Source: an optimization exercise on an open RTL-to-GDS flow (aim: small area and a short achievable clock period). Production flows keep margins and buffers that such runs may drop.
The RTL was checked by simulation tests, not by an equivalence proof against the original design.
Power is estimated from default activity; no workload was simulated.

==> run F: inputs <==
==> flow/design.v <==
`timescale 1ns / 1ps
module MUX(
    input [1:0]i,
    input sel,
    output o
    );
    assign o = (sel & i[1]) | (~sel & i[0]);
endmodule
`timescale 1ns / 1ps
module MUXarray #(parameter SIZE=4)(
    input [SIZE-1:0] a,
    input [SIZE-1:0] b,
    input sel,
    output [SIZE-1:0] o
    );
    genvar i;
    generate 
        for(i=0; i<SIZE; i=i+1) begin
            MUX m(
                .i({a[i],b[i]}),
                .sel(sel),
                .o(o[i])
                );
        end
    endgenerate 
endmodule
`timescale 1ns / 1ps
module decoder3_8(
    input [2:0] d,
    input en,
    output reg [7:0] o
    );
always @(*) begin
    if (en) begin
        case (d)
            3'd7: o=8'd1;
            3'd6: o=8'd2;
            3'd5: o=8'd4;
            3'd4: o=8'd8;
            3'd3: o=8'd16;
            3'd2: o=8'd32;
            3'd1: o=8'd64;
            3'd0: o=8'd128;
        endcase
    end
    else
        o=8'd0;
end
endmodule
`timescale 1ns / 1ps
module decoder4_16(
    input [3:0]d,
    output [15:0]o
    );
    wire en1, en2;
    assign en1 = d[3];
    assign en2 = ~d[3];
    decoder3_8 low ( 
        .en(en1),
        .d(d),
        .o(o[7:0])
        );
    decoder3_8 high(
        .en(en2),
        .d(d),
        .o(o[15:8])
        );
endmodule
`timescale 1ns / 1ps
module NewSevenSegment(
    input [3:0] d,
    output [6:0] seg
    );
    wire [15:0] o;
    decoder4_16 D(.d(d), .o(o));
    assign seg [0] = ~| (16'hB7EB& o);
    assign seg [1] = ~| (16'hF9E4& o);
    assign seg [2] = ~| (16'hDFF4& o);
    assign seg [3] = ~| (16'hB6DE& o);
    assign seg [4] = ~| (16'hA2BF& o);
    assign seg [5] = ~| (16'h8EFB& o);
    assign seg [6] = ~| (16'h3EF7& o);
endmodule
`timescale 1ns / 1ns
module ClockDivider #(parameter PRESCALER = 25_000_000)(
    input clkin,
    input rst,
    output reg clkout
    );
    reg [24:0] count;
    always @(posedge clkin) begin
        if(rst) begin
            count <= 0;
            clkout <= 0;
        end
        else if(count == PRESCALER) begin
            count <=0;
            clkout <= ~clkout;
        end
        else begin
            count <= count + 1;
        end
    end
endmodule
`timescale 1ns / 1ps
module DoubleSevenSegment(
    input clk,
    input rst,
    input [3:0] a,
    input [3:0] b,
    input [3:0] c,
    input [3:0] d,
    output [6:0] out,
    output [0:3] an
    );
    wire sel, sel2;
    wire [3:0] d1, d2, d3;
    ClockDivider #(.PRESCALER(25000)) CDK(
                    .clkin(clk),
                    .rst(rst),
                    .clkout(sel)
                    );
    ClockDivider #(.PRESCALER (50001)) CDK1(
                     .clkin(clk),
                    .rst(rst),
                    .clkout(sel2)
    );
    MUXarray run1 (.a(a), .b(c), .sel(sel), .o(d1));
    MUXarray run2 (.a(b), .b(d), .sel(sel), .o(d2));
    MUXarray run3 (.a(d1), .b(d2), .sel(sel2), .o(d3));
    NewSevenSegment run4 (.d(d3), .seg(out));
   assign an[0] = ~sel & ~sel2;
   assign an[1] = sel & ~sel2;
   assign an[2] = ~sel & sel2;
   assign an[3] = sel & sel2;
endmodule
`timescale 1ns / 1ps
module FSM(
    input bu, br, bl, bd, reset,
    input [7:0]a,b,
    input clk,
    input rst,
    output reg [15:0]led
    );
    reg[3:0]state;
    always @(posedge clk) begin
        if (rst) begin
            state <= 0;
            led <= 0;
        end
        else
        case(state)
        4'b0000:begin
            if(bu ==1)begin
                state <=1;
                led <= a+b;
            end
            else if(br ==1)begin
                state <=2;
                led <= a-b;
            end
             else if(bd ==1)begin
                state <=3;
                led <=a*b;
            end
             else if(bl ==1 && b != 0)begin
                state <=4;
                led <=a/b;
            end
            else if(bl ==1 && b == 0)begin
                state <=4;
                led <=0;
            end
            else if(reset == 1)begin
                state <= 0;
                led <= 0;
            end
        end
        4'b0001:begin
            if (bl ==1) begin
                led <= led << 1;
                state <= 5;
            end
            else if(br ==1)begin
                led <= led >> 1;
                state <= 6;
            end
            else if(bd ==1)begin
                led <= a|b;
                state <= 7;
            end
            if(reset ==1)begin
                state <=0;
                led <=0;
                end
        end
        4'b0010:begin
            if(reset ==1)begin
                state <=0;
                led <=0;
            end
            if(reset ==1)begin
                state <=0;
                led <=0;
                end
        end
        4'b0011:begin
            if(bu ==1) begin
                led <=a&b;
                state <= 8;
            end
            if(reset ==1)begin
                state <=0;
                led <=0;
                end
        end
        4'b0100:begin
            if(reset ==1)begin
                state <=0;
                led <=0;
            end
        end
         4'b0101:begin
            if(reset ==1)begin
                state <=0;
                led <=0;
            end
        end
         4'b0110:begin
            if(reset ==1)begin
                state <=0;
                led <=0;
            end
        end
         4'b0111:begin
            if(reset ==1)begin
                state <=0;
                led <=0;
            end
        end
         4'b1000:begin
            if(reset ==1)begin
                state <=0;
                led <=0;
            end
        end
        default:begin
            state <= 0;
            led <=0;
        end
   endcase
   end     
endmodule
`timescale 1ns / 1ps
module top(
    output [15:0] led,
    input  [15:0] sw,
    output [6:0]  seg,
    input  btnC, btnU, btnL, btnR, btnD,
    output [3:0]  an,
    input  clk,
    input  rst
    );
    wire [7:0] a = sw[15:8];
    wire [7:0] b = sw[7:0];
    function [8:0] ripple(input [7:0] x, input [7:0] y, input ci);
        reg c;
        integer i;
        begin
            c = ci;
            for (i = 0; i < 8; i = i + 1) begin
                ripple[i] = x[i] ^ y[i] ^ c;
                c = (x[i] & y[i]) | (x[i] & c) | (y[i] & c);
            end
            ripple[8] = c;
        end
    endfunction
    function [15:0] mul8(input [7:0] x, input [7:0] y);
        reg [7:0] sm, cy, ns, nc, pp;
        reg       t;
        integer r, c;
        begin
            sm = x & {8{y[0]}};
            cy = 8'd0;
            mul8 = 16'd0;
            mul8[0] = sm[0];
            for (r = 1; r < 8; r = r + 1) begin
                pp = x & {8{y[r]}};
                for (c = 0; c < 8; c = c + 1) begin
                    t = (c < 7) ? sm[(c + 1) % 8] : 1'b0;
                    ns[c] = pp[c] ^ t ^ cy[c];
                    nc[c] = (pp[c] & t) | (pp[c] & cy[c]) | (t & cy[c]);
                end
                sm = ns;
                cy = nc;
                mul8[r] = sm[0];
            end
            mul8[15:8] = {1'b0, sm[7:1]} + cy;
        end
    endfunction
    function [12:0] divrows(input [7:0] r0, input [7:0] x, input [7:0] y,
                            input integer hi, input integer lo);
        reg [8:0] rem, p, dif;
        integer j;
        begin
            rem = {1'b0, r0};
            divrows = 13'd0;
            for (j = hi; j >= lo; j = j - 1) begin
                p = {rem[7:0], x[j]};
                dif = p - {1'b0, y};
                divrows[j] = ~dif[8];
                if (~dif[8]) rem = dif & ((9'd1 << (8 - j)) - 9'd1);
                else         rem = p   & ((9'd1 << (8 - j)) - 9'd1);
            end
            divrows[12:8] = rem[4:0];
        end
    endfunction
    localparam IDLE = 2'd0, SUM = 2'd1, PROD = 2'd2, DONE = 2'd3;
    reg [1:0]  state;
    reg [15:0] led_r;
    reg        divmode;    
    reg [4:0]  rem_r;      
    wire       sub  = ~btnU;
    wire [8:0] asum = ripple(a, b ^ {8{sub}}, sub);
    wire [15:0] addsub = sub ? {{8{~asum[8]}}, asum[7:0]} : {7'd0, asum};
    wire [15:0] mulr = mul8(a, b);
    wire [12:0] dh = divrows(8'd0, a, b, 7, 3);
    wire bz = (b == 8'd0);
    wire in_idle = (state == IDLE);
    wire in_sum  = (state == SUM);
    wire in_prod = (state == PROD);
    wire op_as  = in_idle & (btnU | btnR);
    wire op_mul = in_idle & ~btnU & ~btnR & btnD;
    wire op_div = in_idle & ~btnU & ~btnR & ~btnD & btnL;
    wire op_shl = in_sum & ~btnC & btnL;
    wire op_shr = in_sum & ~btnC & ~btnL & btnR;
    wire op_or  = in_sum & ~btnC & ~btnL & ~btnR & btnD;
    wire op_and = in_prod & ~btnC & btnU;
    wire op_clr = btnC & ~op_as & ~op_mul & ~op_div;
    wire ld = op_as | op_mul | op_div | op_shl | op_shr | op_or | op_and | op_clr;
    wire [15:0] led_n =
        ({16{op_as}}  & addsub) |
        ({16{op_mul}} & mulr) |
        ({16{op_div & ~bz}} & {b, dh[7:3], a[2:0]}) |
        ({16{op_shl}} & {led_r[14:0], 1'b0}) |
        ({16{op_shr}} & {1'b0, led_r[15:1]}) |
        ({16{op_or}}  & {8'd0, a | b}) |
        ({16{op_and}} & {8'd0, a & b});
    wire [1:0] state_n =
        op_clr ? IDLE :
        op_as  ? (btnU ? SUM : DONE) :
        op_mul ? PROD :
        (op_div | op_shl | op_shr | op_or | op_and) ? DONE : state;
    always @(posedge clk) begin
        if (rst) begin
            state <= IDLE;
            led_r <= 16'd0;
            divmode <= 1'b0;
        end else begin
            state <= state_n;
            if (ld) led_r <= led_n;
            if (ld) divmode <= op_div & ~bz;
        end
        if (op_div) rem_r <= dh[12:8];
    end
    wire [12:0] dl = divrows({3'd0, rem_r}, led_r[7:0], led_r[15:8], 2, 0);
    wire [15:0] ledv = divmode ? {8'd0, led_r[7:3], dl[2:0]} : led_r;
    assign led = ledv;
    reg [14:0] lfsr;
    reg [1:0]  dsel;    
    wire wrap = (lfsr == 15'h6F73);
    always @(posedge clk) begin
        if (rst | wrap) lfsr <= 15'd0;
        else            lfsr <= {lfsr[13:0], ~(lfsr[14] ^ lfsr[13])};
        if (rst)        dsel <= 2'd0;
        else if (wrap)  dsel <= dsel + 2'd1;
    end
    wire [3:0] v = (dsel == 2'b00) ? ledv[3:0] :
                   (dsel == 2'b01) ? ledv[11:8] :
                   (dsel == 2'b10) ? ledv[7:4] : ledv[15:12];
    assign an = (dsel == 2'b00) ? 4'b0111 :
                (dsel == 2'b01) ? 4'b1011 :
                (dsel == 2'b10) ? 4'b1101 : 4'b1110;
    localparam [15:0] M0 = 16'hB7EB, M1 = 16'hF9E4, M2 = 16'hDFF4, M3 = 16'hB6DE,
                      M4 = 16'hA2BF, M5 = 16'h8EFB, M6 = 16'h3EF7;
    wire [3:0] vi = 4'd15 - v;
    assign seg = ~{M6[vi], M5[vi], M4[vi], M3[vi], M2[vi], M1[vi], M0[vi]};
endmodule
==> flow/flow/run.sh <==
#!/bin/bash
set -euo pipefail
bash standard.sh SETUP_SLACK_MARGIN=19 finish > standard_flow.log 2>&1
==> flow/standard.sh <==
#!/bin/bash
# synth_recipe.tcl (not shown) runs the flow's synth.tcl, then flattens the netlist and writes it again
# the make line also repeats each setting of config.mk as NAME=value (left out here)
make -C /OpenROAD-flow-scripts/flow DESIGN_CONFIG=/design/flow/config.mk WORK_HOME=/design/flow/orfs CLKGATE_MAP_FILE= SYNTH_SCRIPT=/design/flow/synth_recipe.tcl "${@:-finish}"
==> flow/config.mk <==
export PLATFORM = sky130hd
export DESIGN_NAME = top
export DESIGN_NICKNAME = top
export VERILOG_FILES = /design/flow/design.v
export SDC_FILE = /design/flow/constraint.sdc
export NUM_CORES = 4
export LEC_CHECK = 0
export CAP_MARGIN = 20
export CORE_MARGIN = 2
export CORE_UTILIZATION = 40
export SLEW_MARGIN = 20
==> flow/constraint.sdc <==
create_clock -name core_clock -period 32.0 [get_ports {clk}]
set_input_delay 6.4000 -clock core_clock [delete_from_list [all_inputs] [get_ports {clk}]]
set_output_delay 6.4000 -clock core_clock [all_outputs]
set_load 0.01 [all_outputs]
==> run X (differences from run F) <==
==> flow/design.v, changed modules only <==
module top(
    output [15:0] led,
    input  [15:0] sw,
    output [6:0]  seg,
    input  btnC, btnU, btnL, btnR, btnD,
    output [3:0]  an,
    input  clk,
    input  rst
    );
    wire [7:0] a = sw[15:8];
    wire [7:0] b = sw[7:0];
    function [8:0] ripple(input [7:0] x, input [7:0] y, input ci);
        reg c;
        integer i;
        begin
            c = ci;
            for (i = 0; i < 8; i = i + 1) begin
                ripple[i] = x[i] ^ y[i] ^ c;
                c = (x[i] & y[i]) | (x[i] & c) | (y[i] & c);
            end
            ripple[8] = c;
        end
    endfunction
    function [15:0] mul8(input [7:0] x, input [7:0] y);
        reg [7:0] sm, cy, ns, nc, pp;
        reg       t;
        integer r, c;
        begin
            sm = x & {8{y[0]}};
            cy = 8'd0;
            mul8 = 16'd0;
            mul8[0] = sm[0];
            for (r = 1; r < 8; r = r + 1) begin
                pp = x & {8{y[r]}};
                for (c = 0; c < 8; c = c + 1) begin
                    t = (c < 7) ? sm[(c + 1) % 8] : 1'b0;
                    ns[c] = pp[c] ^ t ^ cy[c];
                    nc[c] = (pp[c] & t) | (pp[c] & cy[c]) | (t & cy[c]);
                end
                sm = ns;
                cy = nc;
                mul8[r] = sm[0];
            end
            mul8[15:8] = {1'b0, sm[7:1]} + cy;
        end
    endfunction
    function [12:0] divrows(input [7:0] r0, input [7:0] x, input [7:0] y,
                            input integer hi, input integer lo);
        reg [8:0] rem, p, dif;
        integer j;
        begin
            rem = {1'b0, r0};
            divrows = 13'd0;
            for (j = hi; j >= lo; j = j - 1) begin
                p = {rem[7:0], x[j]};
                dif = p - {1'b0, y};
                divrows[j] = ~dif[8];
                if (~dif[8]) rem = dif & ((9'd1 << (8 - j)) - 9'd1);
                else         rem = p   & ((9'd1 << (8 - j)) - 9'd1);
            end
            divrows[12:8] = rem[4:0];
        end
    endfunction
    localparam IDLE = 2'd0, SUM = 2'd1, PROD = 2'd2, DONE = 2'd3;
    reg [1:0]  state;
    reg [15:0] led_r;
    reg        divmode;    
    reg [4:0]  rem_r;      
    wire       sub  = ~btnU;
    wire [8:0] asum = ripple(a, b ^ {8{sub}}, sub);
    wire [15:0] addsub = sub ? {{8{~asum[8]}}, asum[7:0]} : {7'd0, asum};
    wire [15:0] mulr = mul8(a, b);
    wire [12:0] dh = divrows(8'd0, a, b, 7, 3);
    wire bz = ~|b;
    wire in_idle = ~state[1] & ~state[0];
    wire in_sum  = ~state[1] &  state[0];
    wire in_prod =  state[1] & ~state[0];
    wire op_as  = in_idle & (btnU | btnR);
    wire op_mul = in_idle & ~btnU & ~btnR & btnD;
    wire op_div = in_idle & ~btnU & ~btnR & ~btnD & btnL;
    wire op_shl = in_sum & ~btnC & btnL;
    wire op_shr = in_sum & ~btnC & ~btnL & btnR;
    wire op_or  = in_sum & ~btnC & ~btnL & ~btnR & btnD;
    wire op_and = in_prod & ~btnC & btnU;
    wire op_clr = btnC & ~op_as & ~op_mul & ~op_div;
    wire ld = op_as | op_mul | op_div | op_shl | op_shr | op_or | op_and | op_clr;
    wire [15:0] led_n =
        ({16{op_as}}  & addsub) |
        ({16{op_mul}} & mulr) |
        ({16{op_div & ~bz}} & {b, dh[7:3], a[2:0]}) |
        ({16{op_shl}} & {led_r[14:0], 1'b0}) |
        ({16{op_shr}} & {1'b0, led_r[15:1]}) |
        ({16{op_or}}  & {8'd0, a | b}) |
        ({16{op_and}} & {8'd0, a & b});
    wire [1:0] state_n =
        op_clr ? IDLE :
        op_as  ? (btnU ? SUM : DONE) :
        op_mul ? PROD :
        (op_div | op_shl | op_shr | op_or | op_and) ? DONE : state;
    always @(posedge clk) begin
        if (rst) begin
            state <= IDLE;
            led_r <= 16'd0;
            divmode <= 1'b0;
        end else begin
            state <= state_n;
            if (ld) led_r <= led_n;
            if (ld) divmode <= op_div & ~bz;
        end
        if (op_div) rem_r <= dh[12:8];
    end
    wire [12:0] dl = divrows({3'd0, rem_r}, led_r[7:0], led_r[15:8], 2, 0);
    wire [15:0] ledv = divmode ? {8'd0, led_r[7:3], dl[2:0]} : led_r;
    assign led = ledv;
    reg [14:0] lfsr;
    reg [1:0]  dsel;
    wire wrap = &(lfsr ^ ~15'h6F73);
    always @(posedge clk) begin
        if (rst | wrap) lfsr <= 15'd0;
        else            lfsr <= {lfsr[13:0], ~(lfsr[14] ^ lfsr[13])};
        if (rst)        dsel <= 2'd0;
        else if (wrap)  dsel <= {dsel[0], ~dsel[1]};
    end
    wire s00 = ~dsel[1] & ~dsel[0];
    wire s01 = ~dsel[1] &  dsel[0];
    wire s10 =  dsel[1] &  dsel[0];
    wire s11 =  dsel[1] & ~dsel[0];
    wire [3:0] v = ({4{s00}} & ledv[3:0]) | ({4{s01}} & ledv[11:8]) |
                   ({4{s10}} & ledv[7:4]) | ({4{s11}} & ledv[15:12]);
    assign an = ~{s00, s01, s10, s11};
    localparam [15:0] M0 = 16'hB7EB, M1 = 16'hF9E4, M2 = 16'hDFF4, M3 = 16'hB6DE,
                      M4 = 16'hA2BF, M5 = 16'h8EFB, M6 = 16'h3EF7;
    wire [3:0] nv = ~v;
    wire [15:0] o;
    genvar k;
    generate for (k = 0; k < 16; k = k + 1) begin : dec
        assign o[k] = (k[3] ? nv[3] : v[3]) & (k[2] ? nv[2] : v[2]) &
                      (k[1] ? nv[1] : v[1]) & (k[0] ? nv[0] : v[0]);
    end endgenerate
    assign seg = ~{|(M6 & o), |(M5 & o), |(M4 & o), |(M3 & o),
                   |(M2 & o), |(M1 & o), |(M0 & o)};
endmodule
==> flow/flow/run.sh (replaced) <==
#!/bin/bash
# The standard layout (standard synthesis included), with two changes to
# how it is made; the clock period and constraints are the design's own:
#  - the port buffers are sky130_fd_sc_hd__buf_1 instead of the delay buffer
#    buffer_ports picks by default (every port still gets its own buffer);
#  - the timing repair is asked to leave extra setup slack, so it sizes and
#    buffers the critical paths instead of stopping at the 32 ns target.
set -euo pipefail
bash standard.sh "BUFFER_PORTS_ARGS=-buffer_cell sky130_fd_sc_hd__buf_1" \
    SETUP_SLACK_MARGIN=20 finish > standard_flow.log 2>&1
ABC_AREA = 1   (was unset)
CTS_BUF_LIST = sky130_fd_sc_hd__clkbuf_8   (was unset)
==> results.py <==
metrics = {
    "layout": {
        "sh_seq_area_pct": 13.1,
        "multiInputGateArea_sq_um": 4550,
        "final_cell_area_sq_um": 6670,
        "fillers": 1388,
        "instances_no_fill": 891,
    },
    "floorplanning": {
        "die_y_um": 124,
    },
    "power": {
        "p_int_uw": 191,
        "ir_worst_vdd_mv": 0.0278,
    },
    "synth": {
        "yosys-top-cells-area": "fa_1 19%, ha_1 14%, dfxtp_1 12%",
        "synth-compound-area-share_pct": 19.0,
    },
    "clock_tree": {
        "clk_latency_ps": 290,
    },
    "routing": {
        "first_iter_violations": 395,
    },
    "timing": {
        "worst_slack_ps": 19220,
    },
    "status": {
        "outcome": "finished clean",
    },
    "critical_path": {
        "path_buf_inv": 4,
    },
}
# the run above: run F

==> results.py <==
metrics = {
    "power": {
        "p_int_uw": 171,
        "seq_power_share_pct": 18.1,
        "ir_worst_vdd_mv": 0.0213,
    },
    "floorplanning": {
        "die_y_um": 126,
    },
    "layout": {
        "instances_no_fill": 1099,
        "sh_seq_area_pct": 13.6,
        "multiInputGateArea_sq_um": 4310,
        "final_cell_area_sq_um": 6420,
        "fillers": 1527,
    },
    "critical_path": {
        "path_buf_inv": 3,
    },
    "synth": {
        "synth-compound-area-share_pct": 12.0,
        "yosys-top-cells-area": "fa_1 19%, nand2_1 14%, dfxtp_1 12%",
    },
    "timing": {
        "worst_slack_ps": 20510,
    },
    "clock_tree": {
        "clk_latency_ps": 310,
    },
    "status": {
        "outcome": "finished clean",
    },
}
# the run above: run X

[afterwards: timing with drivers on the ports]
Ports are ideal in the flow. The routed layouts listed here were re-timed in OpenROAD. Step 1: set_driving_cell puts a clkbuf_16 on clk and a buf_2 on each other input, an assumption about the parent block. Step 2 also shifts input and output timing later by t, the mid clock arrival at the registers, as if the neighbouring blocks saw the same clock. a / b / c = no drivers / after step 1 / after step 2; a / b = the first two.
run	t, ns	setup slack, ns	hold slack, ns	latest minus earliest clock arrival (ns)	pins driven straight from the clock port
run F	0.314	19.220 / 19.189 / 19.062	0.457 / 0.457 / 0.457	0.006 / 0.006	1
run X	0.334	20.508 / 20.488 / 20.183	0.425 / 0.425 / 0.425	0.008 / 0.008	1
After both steps setup and hold are still met in every run listed. For run X, which loses most, drivers alone change the setup slack by -0.020 ns; drivers and shift together by -0.325 ns.
